This design comes from an exercise in tuning for small area, a short achievable clock period and few clock cycles on the open sky130 flow, not from production work. RTL that was checked went through simulation tests only; none was proved equivalent to the original.

==> run a <==
==> flow/design.v <==
module apb_ram (
  input presetn,
  input pclk,
  input psel,
  input penable,
  input pwrite,
  input [31:0] paddr, pwdata,
  output reg [31:0] prdata,
  output pready,
  output reg pslverr
);
  wire [31:0] mem [0:31];
  wire [4:0]  a   = paddr[4:0];
  wire        bad = |paddr[31:5];
  wire [31:0] wd  = pwdata & {32{presetn}};
  reg         wr_q;
  assign pready = penable;
  wire [31:0] oh;
  wire [7:0]  oh8;
  wire [31:0] rd;
  always @(posedge pclk) begin
    prdata  <= rd;
    pslverr <= bad;
    wr_q    <= psel & ~penable & pwrite & ~bad;
  end
  genvar i, j;
  generate
    for (i = 0; i < 32; i = i + 1) begin : g_word
      reg [31:0] q;
      assign oh[i] = (a == i);
      always @(posedge pclk)
        if (!presetn || (wr_q && oh[i]))
          q <= wd;
      assign mem[i] = q;
    end
    for (i = 0; i < 8; i = i + 1) begin : g_oh8
      assign oh8[i] = (a[4:2] == i);
    end
    for (j = 0; j < 32; j = j + 1) begin : g_rd
      wire [7:0] m;
      wire [2:0] g;
      for (i = 0; i < 8; i = i + 1) begin : g_l1
        apb_ram_mux4 u_mux (.s(a[1:0]),
                            .d({mem[4*i+3][j], mem[4*i+2][j], mem[4*i+1][j], mem[4*i][j]}),
                            .y(m[i]));
      end
      apb_ram_aoi3 u_aoi0 (.s(oh8[2:0]), .d(m[2:0]), .y_n(g[0]));
      apb_ram_aoi3 u_aoi1 (.s(oh8[5:3]), .d(m[5:3]), .y_n(g[1]));
      apb_ram_aoi2 u_aoi2 (.s(oh8[7:6]), .d(m[7:6]), .y_n(g[2]));
      assign rd[j] = ~&g;
    end
  endgenerate
endmodule
module apb_ram_mux4 (
  input  [1:0] s,
  input  [3:0] d,
  output       y
);
  assign y = d[s];
endmodule
module apb_ram_aoi3 (
  input  [2:0] s,
  input  [2:0] d,
  output       y_n
);
  assign y_n = ~|(s & d);
endmodule
module apb_ram_aoi2 (
  input  [1:0] s,
  input  [1:0] d,
  output       y_n
);
  assign y_n = ~|(s & d);
endmodule
==> flow/flow/run.sh <==
#!/bin/bash
# Standard ORFS layout (standard synthesis unchanged); only the port buffers
# differ: buf_2 instead of the default pick (a slow delay buffer).
set -euo pipefail
bash standard.sh "BUFFER_PORTS_ARGS=-buffer_cell sky130_fd_sc_hd__buf_2" finish > orfs_make.log 2>&1
==> flow/standard.sh <==
#!/bin/bash
# synth_recipe.tcl (not shown) runs the flow's synth.tcl, then flattens the netlist and writes it again
# the make line also repeats each setting of config.mk as NAME=value (left out here)
make -C /OpenROAD-flow-scripts/flow DESIGN_CONFIG=/design/flow/config.mk WORK_HOME=/design/flow/orfs CLKGATE_MAP_FILE= SYNTH_SCRIPT=/design/flow/synth_recipe.tcl "${@:-finish}"
==> flow/config.mk <==
export PLATFORM = sky130hd
export DESIGN_NAME = apb_ram
export DESIGN_NICKNAME = apb_ram
export VERILOG_FILES = /design/flow/design.v
export SDC_FILE = /design/flow/constraint.sdc
export NUM_CORES = 4
export LEC_CHECK = 0
export CAP_MARGIN = 20
export CORE_MARGIN = 2
export CORE_UTILIZATION = 65
export CTS_CLUSTER_DIAMETER = 100
export CTS_CLUSTER_SIZE = 24
export SETUP_SLACK_MARGIN = 0.7
export SLEW_MARGIN = 20
export SYNTH_HIERARCHICAL = 1
export SYNTH_MINIMUM_KEEP_SIZE = 0
==> flow/constraint.sdc <==
create_clock -name core_clock -period 2.6 [get_ports {pclk}]
set_input_delay 0.5200 -clock core_clock [delete_from_list [all_inputs] [get_ports {pclk}]]
set_output_delay 0.5200 -clock core_clock [all_outputs]
set_load 0.01 [all_outputs]
==> inputs of run b, as changes to run a <==
==> flow/design.v (replaced) <==
module apb_ram (
  input presetn,
  input pclk,
  input psel,
  input penable,
  input pwrite,
  input [31:0] paddr, pwdata,
  output reg [31:0] prdata,
  output pready,
  output reg pslverr
);
  wire [31:0] mem [0:31];
  wire [4:0]  a   = paddr[4:0];
  wire        wr  = psel & penable & pwrite & ~pslverr;
  wire [31:0] wd  = pwdata & {32{presetn}};
  assign pready = penable;
  always @(posedge pclk) begin
    prdata  <= rd;
    pslverr <= |paddr[31:5];
  end
  wire [31:0] l1 [0:7];
  wire [31:0] l2 [0:1];
  wire [31:0] rd = a[4] ? l2[1] : l2[0];
  genvar i;
  generate
    for (i = 0; i < 8; i = i + 1) begin : g_l1
      assign l1[i] = a[1] ? (a[0] ? mem[4*i+3] : mem[4*i+2])
                          : (a[0] ? mem[4*i+1] : mem[4*i]);
    end
    for (i = 0; i < 2; i = i + 1) begin : g_l2
      assign l2[i] = a[3] ? (a[2] ? l1[4*i+3] : l1[4*i+2])
                          : (a[2] ? l1[4*i+1] : l1[4*i]);
    end
  endgenerate
  generate
    for (i = 0; i < 32; i = i + 1) begin : g_word
      reg [31:0] q;
      always @(posedge pclk)
        if (!presetn || (wr && a == i))
          q <= wd;
      assign mem[i] = q;
    end
  endgenerate
endmodule
==> flow/run.sh (new file) <==
#!/bin/bash
# synth_recipe.tcl (not shown) runs the flow's synth.tcl, then flattens the netlist and writes it again
# the make line also repeats each setting of config.mk as NAME=value (left out here)
make -C /OpenROAD-flow-scripts/flow DESIGN_CONFIG=/design/flow/config.mk WORK_HOME=/design/flow/orfs CLKGATE_MAP_FILE= SYNTH_SCRIPT=/design/flow/synth_recipe.tcl finish
Settings changed: CORE_UTILIZATION 65 to 40, CTS_CLUSTER_DIAMETER 100 to not set, CTS_CLUSTER_SIZE 24 to not set, SETUP_SLACK_MARGIN 0.7 to not set, SYNTH_HIERARCHICAL 1 to not set, SYNTH_MINIMUM_KEEP_SIZE 0 to not set.
removed: flow/flow/run.sh
removed: flow/standard.sh
==> inputs of run c, as changes to run a <==
==> flow/design.v (replaced) <==
module apb_ram (
  input presetn,
  input pclk,
  input psel,
  input penable,
  input pwrite,
  input [31:0] paddr, pwdata,
  output reg [31:0] prdata,
  output reg pready, pslverr
);
  reg [31:0] mem [32];
  typedef enum {idle = 0, setup = 1, access = 2, transfer = 3} state_type;
  state_type state;
  always@(posedge pclk)
    begin
      if(presetn == 1'b0)  
        begin
        state <= idle;
        prdata <= 32'h00000000;
        pready <= 1'b0;
        pslverr <= 1'b0;
        for(int i = 0; i < 32; i++) 
        begin
          mem[i] <= 0;
        end
       end 
      else 
        begin
      case(state)
      idle : 
      begin
        prdata <= 32'h00000000;
        pready <= 1'b0;
        pslverr <= 1'b0;
        state   <= setup;
      end
      setup:  
      begin
           if(psel == 1'b1)
             state <= access;
           else
             state <= setup;
      end
      access: 
      begin 
        if(pwrite && penable) 
          begin
            if(paddr < 32) 
            begin
            mem[paddr] <= pwdata;
            state <= transfer;
            pslverr <= 1'b0;
            pready  <= 1'b1;
            end
            else 
            begin
            state <= transfer;
            pready <= 1'b1;
            pslverr <= 1'b1;
            end
          end
        else if (!pwrite && penable)
            begin
            if(paddr < 32) 
            begin
            prdata <= mem[paddr];
            state <= transfer;
            pready <= 1'b1;
            pslverr <= 1'b0;
            end
            else 
            begin
            state <= transfer;
            pready <= 1'b1;
            pslverr <= 1'b1;
            prdata <= 32'h00000000;
            end
          end
        else
           state <= setup;
       end  
        transfer: begin
          state <= setup;
          pready <= 1'b0;
          pslverr <= 1'b0;
        end
      default : state <= idle;
      endcase      
    end
  end
endmodule
==> flow/run.sh (new file) <==
#!/bin/bash
# synth_recipe.tcl (not shown) runs the flow's synth.tcl, then flattens the netlist and writes it again
# the make line also repeats each setting of config.mk as NAME=value (left out here)
make -C /OpenROAD-flow-scripts/flow DESIGN_CONFIG=/design/flow/config.mk WORK_HOME=/design/flow/orfs CLKGATE_MAP_FILE= SYNTH_SCRIPT=/design/flow/synth_recipe.tcl finish
Settings changed: CORE_UTILIZATION 65 to 40, CTS_CLUSTER_DIAMETER 100 to not set, CTS_CLUSTER_SIZE 24 to not set, SETUP_SLACK_MARGIN 0.7 to not set, SYNTH_HIERARCHICAL 1 to not set, SYNTH_MINIMUM_KEEP_SIZE 0 to not set.
removed: flow/flow/run.sh
removed: flow/standard.sh
==> inputs of run d, as changes to run a <==
--- a/flow/design.v
+++ b/flow/design.v
@@ -18,3 +18,2 @@
   wire [31:0] oh;
-  wire [7:0]  oh8;
   wire [31:0] rd;
@@ -35,26 +34,18 @@
     end
-    for (i = 0; i < 8; i = i + 1) begin : g_oh8
-      assign oh8[i] = (a[4:2] == i);
-    end
     for (j = 0; j < 32; j = j + 1) begin : g_rd
-      wire [7:0] m;
-      wire [2:0] g;
-      for (i = 0; i < 8; i = i + 1) begin : g_l1
-        apb_ram_mux4 u_mux (.s(a[1:0]),
-                            .d({mem[4*i+3][j], mem[4*i+2][j], mem[4*i+1][j], mem[4*i][j]}),
-                            .y(m[i]));
+      wire [31:0] col;
+      wire [10:0] g;
+      for (i = 0; i < 32; i = i + 1) begin : g_col
+        assign col[i] = mem[i][j];
       end
-      apb_ram_aoi3 u_aoi0 (.s(oh8[2:0]), .d(m[2:0]), .y_n(g[0]));
-      apb_ram_aoi3 u_aoi1 (.s(oh8[5:3]), .d(m[5:3]), .y_n(g[1]));
-      apb_ram_aoi2 u_aoi2 (.s(oh8[7:6]), .d(m[7:6]), .y_n(g[2]));
-      assign rd[j] = ~&g;
+      for (i = 0; i < 11; i = i + 1) begin : g_grp
+        if (i < 10) begin : g3
+          apb_ram_aoi3 u_aoi (.s(oh[3*i+2:3*i]), .d(col[3*i+2:3*i]), .y_n(g[i]));
+        end else begin : g2
+          apb_ram_aoi2 u_aoi (.s(oh[31:30]), .d(col[31:30]), .y_n(g[i]));
+        end
+      end
+      apb_ram_nand11 u_or (.g_n(g), .y(rd[j]));
     end
   endgenerate
-endmodule
-module apb_ram_mux4 (
-  input  [1:0] s,
-  input  [3:0] d,
-  output       y
-);
-  assign y = d[s];
 endmodule
@@ -74 +65,7 @@
 endmodule
+module apb_ram_nand11 (
+  input  [10:0] g_n,
+  output        y
+);
+  assign y = ~&g_n;
+endmodule
Settings changed: CORE_UTILIZATION 65 to 40, SETUP_SLACK_MARGIN 0.7 to not set.
==> flow_summary_export.csv <==
group,metric,value,unit
place,dp_hpwl,90.0,mm
yosys,syn_nets,3304,
final_layout,num-multi-input-gates,1856,
status,status,"timing/DRC/antenna clean",
worst_setup_path,startpoint,"state[0]",
final_layout,nFillCells,10100,
worst_setup_path,worst_path_max_delay_cell,"and4_1",
timing,slew_headroom,0.273,
That was run c.
==> flow_summary_export.csv <==
group,metric,value,unit
final_layout,num-multi-input-gates,485,
worst_setup_path,startpoint,"paddr[4]",
worst_setup_path,worst_path_max_delay_cell,"nor2b_4",
yosys,syn_nets,1622,
status,status,"timing/DRC/antenna clean",
timing,slew_headroom,0.200,
final_layout,nFillCells,3186,
That was run a.
==> flow_summary_export.csv <==
group,metric,value,unit
place,dp_hpwl,67.2,mm
status,status,"timing/DRC/antenna clean",
yosys,syn_nets,1760,
worst_setup_path,worst_path_max_delay_cell,"or3_1",
timing,slew_headroom,0.169,
That was run d.
==> flow_summary_export.csv <==
group,metric,value,unit
detailed_routing,vias_per_cell,5.53,
yosys,syn_nets,2046,
worst_setup_path,worst_path_max_delay_cell,"clkdlybuf4s50_1",
final_layout,num-multi-input-gates,796,
worst_setup_path,startpoint,"prdata[19]",
final_layout,nFillCells,7950,
timing,slew_headroom,0.453,
timing,finalCritPeriodShare,0.837,
floorplanning,core,0.0997,sq mm
status,status,"timing/DRC/antenna clean",
That was run b.
Testbench counts of run a, summed over its fixed seeds: cycles 32,000.
The RTL of run b, run c and run d was laid out without a check of its function.

[static timing again, ports no longer ideal]
The flow's constraints put no driver on any port. The routed layouts listed below were extracted and timed again, unchanged, in two steps.
Step 1: set_driving_cell puts a clkbuf_16 on pclk and a buf_2 on each other input, an assumption about the parent block.
Step 2 adds t to the input delays and takes it off the output delays; t is the mean of the earliest and latest rising clock arrival at the registers after step 1. Input paths then give back, and output paths get back, about the clock's delay inside the block.
a / b / c = no drivers / after step 1 / after step 2; a / b = the first two.
run | shift t [ns] | slack for setup (ns) | hold slack, ns | worst data-port slew with drivers (ns)
run a | 0.693 | 0.679 / 0.721 / 0.028 | 0.121 / 0.077 / 0.690 | 0.05
run b | 0.724 | 0.425 / 0.358 / -0.095 | 0.459 / 0.415 / 0.764 | 0.11
run c | 0.782 | 0.187 / 0.187 / -0.509 | 0.146 / 0.108 / 0.475 | 0.07
run d | 0.703 | 0.308 / 0.344 / -0.359 | 0.133 / 0.081 / 0.555 | 0.11
Met with ideal ports but missed after step 2: setup timing in run b, run c and run d. The setup slack of run c, which loses most, moves by 0.000 ns with the drivers and by -0.696 ns with both steps.
